Context: an optimization exercise on an open-source flow, tuned for small area. The choices shown serve that exercise and are no tape-out recipe.
The RTL was checked by simulation tests, not by an equivalence proof against the original design.

==> flow/design.v, too long to show whole: its modules and the start of the top module <==
// module ha: 7 lines
// module gt31: 99 lines
// module sub8: 58 lines
// module add26: 190 lines
// module lzc26: 126 lines
// module fa: 7 lines
// module xnr: 6 lines
// module orr: 6 lines
// module aoi222: 6 lines
// module cpa48: 354 lines
// module mv_mul_4x4_fp32: 1669 lines
module mv_mul_4x4_fp32 (
    input  logic        clk,
    input  logic        rst,
    input  logic        m_valid,
    input  logic [31:0] m00_i, m01_i, m02_i, m03_i,
    input  logic [31:0] m10_i, m11_i, m12_i, m13_i,
    input  logic [31:0] m20_i, m21_i, m22_i, m23_i,
    input  logic [31:0] m30_i, m31_i, m32_i, m33_i,
    input  logic        in_valid,
    input  logic [31:0] vx, vy, vz, vw,
    output logic        out_valid,
    output logic [31:0] ox, oy, oz, ow
);
  // ...
==> flow/run.sh <==
#!/bin/bash
# synth_recipe.tcl (not shown) runs the flow's synth.tcl, then flattens the netlist and writes it again
# the make line also repeats each setting of config.mk as NAME=value (left out here)
make -C /OpenROAD-flow-scripts/flow DESIGN_CONFIG=/design/flow/config.mk WORK_HOME=/design/flow/orfs CLKGATE_MAP_FILE= SYNTH_SCRIPT=/design/flow/synth_recipe.tcl finish
==> flow/config.mk <==
export PLATFORM = sky130hd
export DESIGN_NAME = mv_mul_4x4_fp32
export DESIGN_NICKNAME = mv_mul_4x4_fp32
export VERILOG_FILES = /design/flow/design.v
export SDC_FILE = /design/flow/constraint.sdc
export NUM_CORES = 8
export LEC_CHECK = 0
export CAP_MARGIN = 30
export CELL_PAD_IN_SITES_DETAIL_PLACEMENT = 2
export CELL_PAD_IN_SITES_GLOBAL_PLACEMENT = 2
export CORE_MARGIN = 2
export CORE_UTILIZATION = 33
export PLACE_DENSITY = 0.4
export SLEW_MARGIN = 30
export SYNTH_HIERARCHICAL = 1
==> flow/constraint.sdc <==
create_clock -name core_clock -period 16.0 [get_ports {clk}]
set_input_delay 3.2000 -clock core_clock [delete_from_list [all_inputs] [get_ports {clk}]]
set_output_delay 3.2000 -clock core_clock [all_outputs]
set_load 0.01 [all_outputs]
==> impl_metrics.env, run 1 <==
export IMPL_outcome="timing/DRC/antenna clean"
export IMPL_fin_util=0.3799
export IMPL_clock_area_frac=0.02135
export IMPL_grt_use_total=0.3694
export IMPL_wl_met3_mm=171.1
export IMPL_cap_violations=0
export IMPL_yosysWarnings=7
export IMPL_grt_pass1_vias=301600
export IMPL_m1WireLength_mm=627.7
export IMPL_fin_crit_ps=15230
export IMPL_hold_buffers=0
export IMPL_syn_to_final_growth_pct=14.75
export IMPL_drt_pass1_iterations=15
export IMPL_period_share=0.9517
export IMPL_rsz0062_at_grt="no"
export IMPL_overflow=0
export IMPL_holdPathStages=1
export IMPL_min_from="s1_valid"
export IMPL_cp_data_required_time_ps=12800
export IMPL_multi_input_area_share=0.7751
export IMPL_initial_core_util=0.3311
export IMPL_dpl_cell_count=39510
export IMPL_startpoint="s2_a[250]"
export IMPL_numPortBuffers=772
export IMPL_seq_area_frac=0.08322
export IMPL_busiest_layer="met2"
export IMPL_tns_ps=0
export IMPL_cp_depth=43
export IMPL_vias=283400
export IMPL_synth_cells=27420
export IMPL_dieArea_um2=822400
export IMPL_post_cts_setup_buffers=0
==> run 2: changes to the inputs <==
==> flow/flow/run.sh (new file) <==
#!/bin/bash
# The standard layout (the standard.sh: ORFS from synthesis to the routed layout, with the
# standard synthesis), with one change: the buffer that global placement puts on every input
# and output port is the smallest buffer cell, sky130_fd_sc_hd__buf_1, instead of the delay
# buffer the flow picks by default. Later repair steps may still resize these buffers.
# ORFS writes each step's full log under orfs/logs/; make's own output goes to make.log.
set -euo pipefail
export BUFFER_PORTS_ARGS="-buffer_cell sky130_fd_sc_hd__buf_1"
bash standard.sh finish > make.log 2>&1
==> flow/standard.sh (new file) <==
#!/bin/bash
# synth_recipe.tcl (not shown) runs the flow's synth.tcl, then flattens the netlist and writes it again
# the make line also repeats each setting of config.mk as NAME=value (left out here)
make -C /OpenROAD-flow-scripts/flow DESIGN_CONFIG=/design/flow/config.mk WORK_HOME=/design/flow/orfs CLKGATE_MAP_FILE= SYNTH_SCRIPT=/design/flow/synth_recipe.tcl "${@:-finish}"
--- a/flow/config.mk
+++ b/flow/config.mk
@@ -7,3 +7,3 @@
 export LEC_CHECK = 0
-export CAP_MARGIN = 30
+export CAP_MARGIN = 20
 export CELL_PAD_IN_SITES_DETAIL_PLACEMENT = 2
@@ -13,3 +13,3 @@
 export PLACE_DENSITY = 0.4
-export SLEW_MARGIN = 30
+export SLEW_MARGIN = 20
 export SYNTH_HIERARCHICAL = 1
removed: flow/run.sh
==> run 2 against run 1 <==
  * Now fails the layout checks on max-capacitance violations, max-slew violations
  * Synthesized cell count did not move
  * Sequential share of layout area grew 0.13 points
  * Synthesized area unchanged
  * Via count hardly changed
  * Maximum frequency up 0.21%
  * Die area unchanged
==> impl_metrics.env, run 2 <==
export IMPL_setup_worst_path_end_class="output port"
export IMPL_netlist_area_um2=269000
export IMPL_startpoint_type="flop"
export IMPL_worstSkewPairLatency_ps=1090
export IMPL_design_core_area_um2=812600
export IMPL_drv_slew=28
export IMPL_cts_path_max_buffers=4
export IMPL_setup_viol=0
export IMPL_wl_per_cell_um=39.70
export IMPL_io_pins=773
export IMPL_max_slew_margin_rel=-0.1258
export IMPL_dpl_cell_count=39490
export IMPL_syn_to_final_growth_pct=13.00
export IMPL_grt_pass1_wl_mm=2278
export IMPL_antenna_found_initial=227
export IMPL_die_h_um=906.9
export IMPL_die_x_um=906.9
export IMPL_violations="max-capacitance violations, max-slew violations"
export IMPL_vias_per_cell=7.006
export IMPL_synth_cells=27420
export IMPL_drc=0
export IMPL_cap_violations=5
export IMPL_busiest_layer="met2"
export IMPL_dp_hpwl_mm=1165
export IMPL_worst_pin_slew_ps=1686
export IMPL_r2r_start="s1_p[331]"
export IMPL_antenna_left=0
export IMPL_final_cell_mix="a222oi_1 (4416), fa_1 (3516), nand2_1 (2270), nor2_1 (1704), ha_1 (1704)"
export IMPL_overflow=0
export IMPL_outcome="finished with violations"
export IMPL_grt_pass1_vias=301800
export IMPL_crit_arrival_ps=12000
export IMPL_initial_core_util=0.3311
export IMPL_clk_pin_slew_worst_paths_ps=60
export IMPL_path_class="flop to output port"
export IMPL_finalHoldViolCount=0
export IMPL_fillers=88230
export IMPL_hp_class="flop to flop"
export IMPL_grt_use_met3=0.09999
export IMPL_yosysWarnings=7
export IMPL_finalWeightedCongestion=0.9644
export IMPL_clock_sinks=1283
export IMPL_layout_commonest_cell="a222oi_1"
export IMPL_numPortBuffers=772
export IMPL_cts_buffers_inserted=190
export IMPL_dieArea_um2=822400
export IMPL_tns_ps=0
export IMPL_grt_use_met2=0.5702
export IMPL_postSynthAreaPerCell_um2=9.812
export IMPL_cp_data_required_time_ps=12800
export IMPL_fin_util=0.3741
export IMPL_r2r_end="s2_a[190]"
export IMPL_layout_drive_gt1_share=0.1341
export IMPL_vias=283100
export IMPL_root_buffer="clkbuf_16"
export IMPL_holdPathStages=1
export IMPL_grt_use_total=0.3720
export IMPL_h_tree_depth=4
export IMPL_period_share=0.9497
export IMPL_fin_crit_ps=15200
export IMPL_final_cells=40410
export IMPL_fin_nets=34790
export IMPL_cts_tree="built"
export IMPL_drt_iter0_markers=52950
export IMPL_slowest_delay_ps=900
export IMPL_reg2reg_slack_ps=940
export IMPL_wl_mm=1604
export IMPL_grt_max_degree=94
export IMPL_rows=331
export IMPL_reg2regPathDepth=51
export IMPL_drt_pass1_iterations=15
export IMPL_hold_end="out_valid"
export IMPL_hold_buffers=0
export IMPL_max_freq_mhz=65.81
export IMPL_critPathSlowestCell="mux2i_2"
export IMPL_min_from="s1_valid"
export IMPL_fin_skew_ps=140.5
export IMPL_critical_path_peak_fanout=29
export IMPL_groute_layer_met1_usage=0.4758
-- run 2: timing repair --
action | 4_1_cts | 5_1_grt
setup buffers | 0 | 0
resized for setup | 0 | 3
endpoints found under the setup margin | 0 | 47
endpoints found under the hold margin | 0 | 0
-- run 2: cell type report --
class | instances | area [um^2] | area share
diodes | 560 | 1401 | 0.004610
clock buffers | 223 | 5081 | 0.01672
clock inverters | 128 | 1573 | 0.005174
inverters | 1165 | 4377 | 0.01440
multi-input cells | 24170 | 238900 | 0.7858
flip-flops and latches | 1283 | 25690 | 0.08451
well taps | 10820 | 13540 | 0.04455
repair buffers | 2054 | 13450 | 0.04425
-- run 2: per-stage QoR --
| stage | instance area [um^2] | worst slack [ps] | hold WS, ps |
|---|---|---|---|
| 6_report | 304000 | 804.5 | 452.0 |
| 5_1_grt | 303900 | -120.0 | 467.7 |
| 4_1_cts | 302400 | 427.3 | 458.4 |
| 3_5_place_dp | 295800 | 981.6 | 443.7 |
| 3_3_place_gp | 295700 | 1267 | 432.7 |
| 2_1_floorplan | 269100 | 2152 | 413.8 |
-- run 2: how the worst max path moves through the flow --
stage	start	end	slack, ps	depth (start not counted)
after global routing	s1_p[331]	s2_a[190]	-120	53
after global placement	s1_p[107]	s2_a[62]	1270	51
after CTS	s2_a[59]	ox[8]	430	43
after detailed placement	s1_p[107]	s2_a[62]	980	51
after floorplan	vx[28]	s1_p[413]	2150	33
final	s2_a[251]	ow[30]	800	44
-- run 2: routing by layer --
| layer | wire length (um) | up-vias |
|---|---|---|
| met5 | 800 | - |
| met2 | 700000 | 17940 |
| met1 | 627200 | 146700 |
| met3 | 177000 | 3459 |
| met4 | 99360 | 120 |
| li1 | - | 114800 |
-- run 2: critical path, delay by kind of cell, from the launching register on --
kind                     cells  cell delay, ps
flip-flops                   1             400
adder cells (fa/ha/maj)      7            2000
buffers and inverters        5            1250
AND/OR/NAND/NOR             12            2850
XOR/XNOR                     3             480
AO/OA/AOI/OAI               14            2480
multiplexers                 3            1540
==> run 3: changes to the inputs <==
--- a/flow/config.mk
+++ b/flow/config.mk
@@ -7,3 +7,3 @@
 export LEC_CHECK = 0
-export CAP_MARGIN = 20
+export CAP_MARGIN = 30
 export CELL_PAD_IN_SITES_DETAIL_PLACEMENT = 2
@@ -13,3 +13,3 @@
 export PLACE_DENSITY = 0.4
-export SLEW_MARGIN = 20
+export SLEW_MARGIN = 30
 export SYNTH_HIERARCHICAL = 1
==> run 3 against run 2 <==
  * The run now finishes clean
  * Flip-flop and latch count stayed put
  * Register-to-register slack worse by 120 ps
  * Largest cell class unchanged
==> impl_metrics.env, run 3 <==
export IMPL_outcome="timing/DRC/antenna clean"
export IMPL_tns_ps=0
export IMPL_path_class="flop to flop"
export IMPL_top_layer_used="met5"
export IMPL_dp_hpwl_mm=1165
export IMPL_design_core_area_um2=812600
export IMPL_syn_to_final_growth_pct=13.23
export IMPL_setup_viol=0
export IMPL_wl_mm=1604
export IMPL_startpoint_type="flop"
export IMPL_vias_per_cell=7.028
export IMPL_worst_pin_slew_ps=1384
export IMPL_max_freq_mhz=65.88
export IMPL_clock_sinks=1283
export IMPL_grt_pass1_wl_mm=2279
export IMPL_final_cell_mix="a222oi_1 (4416), fa_1 (3516), nand2_1 (2270), ha_1 (1702), nor2_1 (1687)"
export IMPL_fin_nets=34790
export IMPL_io_pins=773
export IMPL_crit_arrival_ps=16040
export IMPL_critical_path_peak_fanout=23
export IMPL_hp_class="flop to flop"
export IMPL_cts_tree="built"
export IMPL_synth_cells=27420
export IMPL_fin_skew_ps=140.2
export IMPL_critPathSlowestCell="nor2_1"
export IMPL_yosysWarnings=7
export IMPL_rows=331
export IMPL_setup_worst_path_end_class="flop"
export IMPL_post_cts_setup_buffers=0
export IMPL_antenna_found_initial=214
export IMPL_fin_hold_ws_ps=456.5
export IMPL_drt_pass1_iterations=15
export IMPL_finalWeightedCongestion=0.9644
export IMPL_layout_commonest_cell="a222oi_1"
export IMPL_grt_max_degree=94
export IMPL_cts_path_max_buffers=4
export IMPL_grt_use_total=0.3720
export IMPL_max_slew_margin_rel=0.07558
export IMPL_root_buffer="clkbuf_16"
export IMPL_m1WireLength_mm=628.0
export IMPL_grt_pass1_vias=302100
export IMPL_wl_met3_mm=174.3
export IMPL_drc=0
export IMPL_fin_util=0.3748
export IMPL_die_x_um=906.9
export IMPL_overflow=0
export IMPL_worstSkewPairLatency_ps=1090
export IMPL_finalHoldViolCount=0
export IMPL_layout_drive_gt1_share=0.1357
export IMPL_wl_met2_mm=702.2
export IMPL_path_common_cell="ha_1"
export IMPL_antenna_left=0
export IMPL_hold_buffers=0
export IMPL_slowest_delay_ps=810
export IMPL_fin_crit_ps=15180
export IMPL_vias=283800
export IMPL_die_h_um=906.9
export IMPL_cap_violations=0
export IMPL_netlist_area_um2=269000
export IMPL_postSynthAreaPerCell_um2=9.812
export IMPL_h_tree_depth=4
export IMPL_cts_resized=0
export IMPL_numPortBuffers=772
export IMPL_cts_buffers_inserted=189
export IMPL_dieArea_um2=822400
export IMPL_fillers=88380
export IMPL_cp_data_required_time_ps=16860
export IMPL_initial_core_util=0.3311
export IMPL_drv_slew=0
export IMPL_wl_per_cell_um=39.73
export IMPL_period_share=0.9488
export IMPL_drt_iter0_markers=54400
export IMPL_rsz0062_at_grt="no"
export IMPL_clk_pin_slew_worst_paths_ps=60
## run 3: final timing paths
check | from | to | depth (start not counted) | slack, ps
hold reg to reg | s1_valid | out_valid | 1 | 460
setup / recovery | s1_p[107] | s2_a[62] | 51 | 820
setup reg to reg | s1_p[107] | s2_a[62] | 51 | 820
hold / removal | s1_valid | out_valid | 1 | 460
## run 3: per-stage QoR
stage,setup WS (ps),area [um^2],std cells
finish,819.9,304600,40380
global route,55.87,304400,40310
CTS,721.2,303000,39850
detailed placement,925.1,296200,39500
global placement,1267,295700,39490
floorplan,2152,269100,27440
## run 3: area by class of cell
class / instances / area (um^2) / share of cell area
diodes: 529 / 1324 / 0.004346
clock buffers: 224 / 5095 / 0.01673
clock inverters: 125 / 1627 / 0.005340
inverters: 1165 / 4373 / 0.01436
multi-input cells: 24170 / 239400 / 0.7861
flip-flops and latches: 1283 / 25690 / 0.08434
well taps: 10820 / 13540 / 0.04446
repair buffers: 2059 / 13500 / 0.04433
## run 3: critical path: cells and delay by family, from the launching register on
| family | cells | cell delay (ps) |
|---|---|---|
| XOR/XNOR | 4 | 930 |
| AND/OR/NAND/NOR | 16 | 4750 |
| multiplexers | 2 | 890 |
| buffers and inverters | 2 | 980 |
| flip-flops | 1 | 340 |
| AO/OA/AOI/OAI | 16 | 4050 |
| adder cells (fa/ha/maj) | 11 | 3060 |
## run 3: metal layers
metal | global-route usage | vias to the layer above
met3 | 0.09433 | 3585
met5 | 0 | -
met4 | 0.2043 | 90
li1 | - | 114700
met1 | 0.4787 | 146900
met2 | 0.5713 | 18450
==> run 4: changes to the inputs <==
==> flow/flow/run.sh (replaced) <==
#!/bin/bash
# The standard layout (the standard.sh: ORFS from synthesis to the routed layout, with the
# standard synthesis), with two changes:
# - the buffer that global placement puts on every input and output port is the smallest
#   buffer cell, sky130_fd_sc_hd__buf_1, instead of the delay buffer the flow picks by default
#   (later repair steps may still resize these buffers);
# - the floorplan step removes the buffers synthesis inserted (REMOVE_ABC_BUFFERS) instead of
#   resizing gates against the placement-free timing estimate; timing is repaired after
#   placement, after clock tree synthesis and after global routing as usual.
# ORFS writes each step's full log under orfs/logs/; make's own output goes to make.log.
set -euo pipefail
export BUFFER_PORTS_ARGS="-buffer_cell sky130_fd_sc_hd__buf_1"
export REMOVE_ABC_BUFFERS=1
bash standard.sh finish > make.log 2>&1
==> run 4 against run 3 <==
  * Still clean
  * Flip-flop and latch count unchanged
  * Clock-buffer cell count up 9
  * Via count down 0.38%
  * Cell count down 0.50%
  * Register-to-register slack better by 390 ps
  * Maximum frequency up 0.63%
  * Critical path type is now flop to output port
==> impl_metrics.env, run 4 <==
export IMPL_outcome="timing/DRC/antenna clean"
export IMPL_startpoint_type="flop"
export IMPL_cts_buffers_inserted=193
export IMPL_die_x_um=906.9
export IMPL_r2r_end="s2_a[158]"
export IMPL_grt_use_total=0.3691
export IMPL_overflow=0
export IMPL_drt_iter0_markers=52160
export IMPL_worstSkewPairLatency_ps=1040
export IMPL_cts_resized=0
export IMPL_drv_slew=0
export IMPL_cts_path_max_buffers=4
export IMPL_wl_mm=1589
export IMPL_period_share=0.9428
export IMPL_vias=282700
export IMPL_finalWeightedCongestion=0.9206
export IMPL_antenna_found_initial=156
export IMPL_layout_commonest_cell="a222oi_1"
export IMPL_min_from="s1_valid"
export IMPL_fin_nets=34780
export IMPL_layout_drive_gt1_share=0.1309
export IMPL_design_core_area_um2=812600
export IMPL_max_slew_margin_rel=0.2543
export IMPL_fin_skew_ps=67.15
export IMPL_cts_tree="built"
export IMPL_tns_ps=0
export IMPL_die_h_um=906.9
export IMPL_setup_worst_path_end_class="output port"
export IMPL_postSynthAreaPerCell_um2=9.812
export IMPL_grt_max_degree=98
export IMPL_syn_to_final_growth_pct=12.76
export IMPL_hold_buffers=0
export IMPL_setup_viol=0
export IMPL_fin_crit_ps=15090
export IMPL_root_buffer="clkbuf_16"
export IMPL_max_freq_mhz=66.29
export IMPL_drt_pass1_iterations=14
export IMPL_netlist_area_um2=269000
export IMPL_finalHoldViolCount=0
export IMPL_initial_core_util=0.3311
export IMPL_path_class="flop to output port"
export IMPL_r2r_start="s1_p[275]"
export IMPL_h_tree_depth=4
export IMPL_antenna_left=0
export IMPL_dp_hpwl_mm=1148
export IMPL_crit_arrival_ps=11890
export IMPL_reg2reg_slack_ps=1210
export IMPL_hold_end="out_valid"
export IMPL_dieArea_um2=822400
export IMPL_worst_pin_slew_ps=1112
export IMPL_rsz0062_at_grt="no"
export IMPL_vias_per_cell=7.037
export IMPL_clock_sinks=1283
export IMPL_fin_util=0.3733
export IMPL_hp_class="flop to flop"
export IMPL_reg2regPathDepth=55
export IMPL_cap_violations=0
export IMPL_drc=0
export IMPL_holdPathStages=1
export IMPL_clk_pin_slew_worst_paths_ps=60
export IMPL_final_cell_mix="a222oi_1 (4416), fa_1 (3516), nand2_1 (2270), nor2_1 (1720), ha_1 (1701)"
export IMPL_grt_pass1_vias=304300
export IMPL_io_pins=773
export IMPL_yosysWarnings=7
export IMPL_wl_per_cell_um=39.56
export IMPL_numPortBuffers=772
export IMPL_grt_pass1_wl_mm=2266
export IMPL_synth_cells=27420
export IMPL_cp_data_required_time_ps=12800
export IMPL_rows=331
export IMPL_post_cts_setup_buffers=0
export IMPL_critPathSlowestCell="xnor2_1"
export IMPL_slowest_delay_ps=600
export IMPL_critical_path_peak_fanout=35
-- run 4: cell count changes in the layout (fill, tap and decap cells not counted), sizes merged --
cell and delta:
bufinv +5, inv -7, diode -195, clkinv -12
clkbuf +11, buf -12, clkinvlp +7
-- run 4: worst max path at each step --
stage,endpoint,cells past startpoint,from
finish,ox[21],43,s2_a[59]
floorplan,oy[0],34,s2_a[107]
detailed placement,s2_a[190],50,s1_p[332]
global placement,s2_a[126],51,s1_p[235]
CTS,oz[30],42,s2_a[186]
global route,ox[21],43,s2_a[59]
-- run 4: critical path: cells and delay by family (launching register included) --
kind	cells	cell delay [ps]
simple gates	13	3400
compound gates	14	2610
buf+inv	7	1760
mux	4	1250
fa+ha+maj	4	820
xor+xnor	1	600
flops	1	390
-- run 4: layer usage --
layer  part of all wire  global-route usage
met1               0.39              0.4633
met2               0.45              0.5866
met3               0.10             0.08775
met4              0.062              0.1997
met5            0.00033           0.0004627
-- run 4: layout make-up --
cell class	instances	area, um^2
Antenna cell	334	835.8
Clock buffer	233	5190
Clock inverter	118	1551
Fill cell	88300	509200
Inverter	1165	4373
Multi-Input combinational cell	24170	238700
Sequential cell	1283	25680
Tap cell	10820	13540
Timing Repair Buffer	2049	13390
-- run 4: through the flow --
| stage | setup WS [ps] | std cells | instance area [um^2] | hold WS, ps |
|---|---|---|---|---|
| CTS | 647.3 | 39840 | 302300 | 444.5 |
| global placement | 1076 | 39480 | 295200 | 420.3 |
| detailed placement | 1334 | 39490 | 295600 | 427.9 |
| finish | 914.7 | 40180 | 303300 | 439.8 |
| floorplan | 42.09 | 26620 | 265700 | 413.8 |
| global route | 36.04 | 40120 | 303200 | 461.9 |

what the ideal ports hide:
The results above use ideal ports. As a check the final layouts listed here were re-extracted and re-timed, cells and wires unchanged. Step 1 (the two cells are an assumption about what drives the block):
set clk [get_ports {clk}]
set_driving_cell -lib_cell sky130_fd_sc_hd__clkbuf_16 $clk
set_driving_cell -lib_cell sky130_fd_sc_hd__buf_2 [delete_from_list [all_inputs] $clk]
Step 2 adds t to the input delays and takes it off the output delays; t is the mean of the earliest and latest rising clock arrival at the registers after step 1. Input paths then give back, and output paths get back, about the clock's delay inside the block. Slacks: ideal / step 1 / step 2; pairs: ideal / step 1.
run	shift t [ns]	slack for setup (ns)	slew at the worst register clock pin (ns)	worst slew at a driven data input, ns	cell pins on the clock port's net
run 1	1.177	0.773 / 0.607 / 0.917	0.09 / 0.09	0.43	1
run 2	1.183	0.805 / 0.640 / 0.895	0.08 / 0.08	0.34	1
run 3	1.188	0.820 / 0.756 / 0.820	0.09 / 0.09	0.35	1
run 4	1.169	0.915 / 0.747 / 1.208	0.08 / 0.08	0.55	1
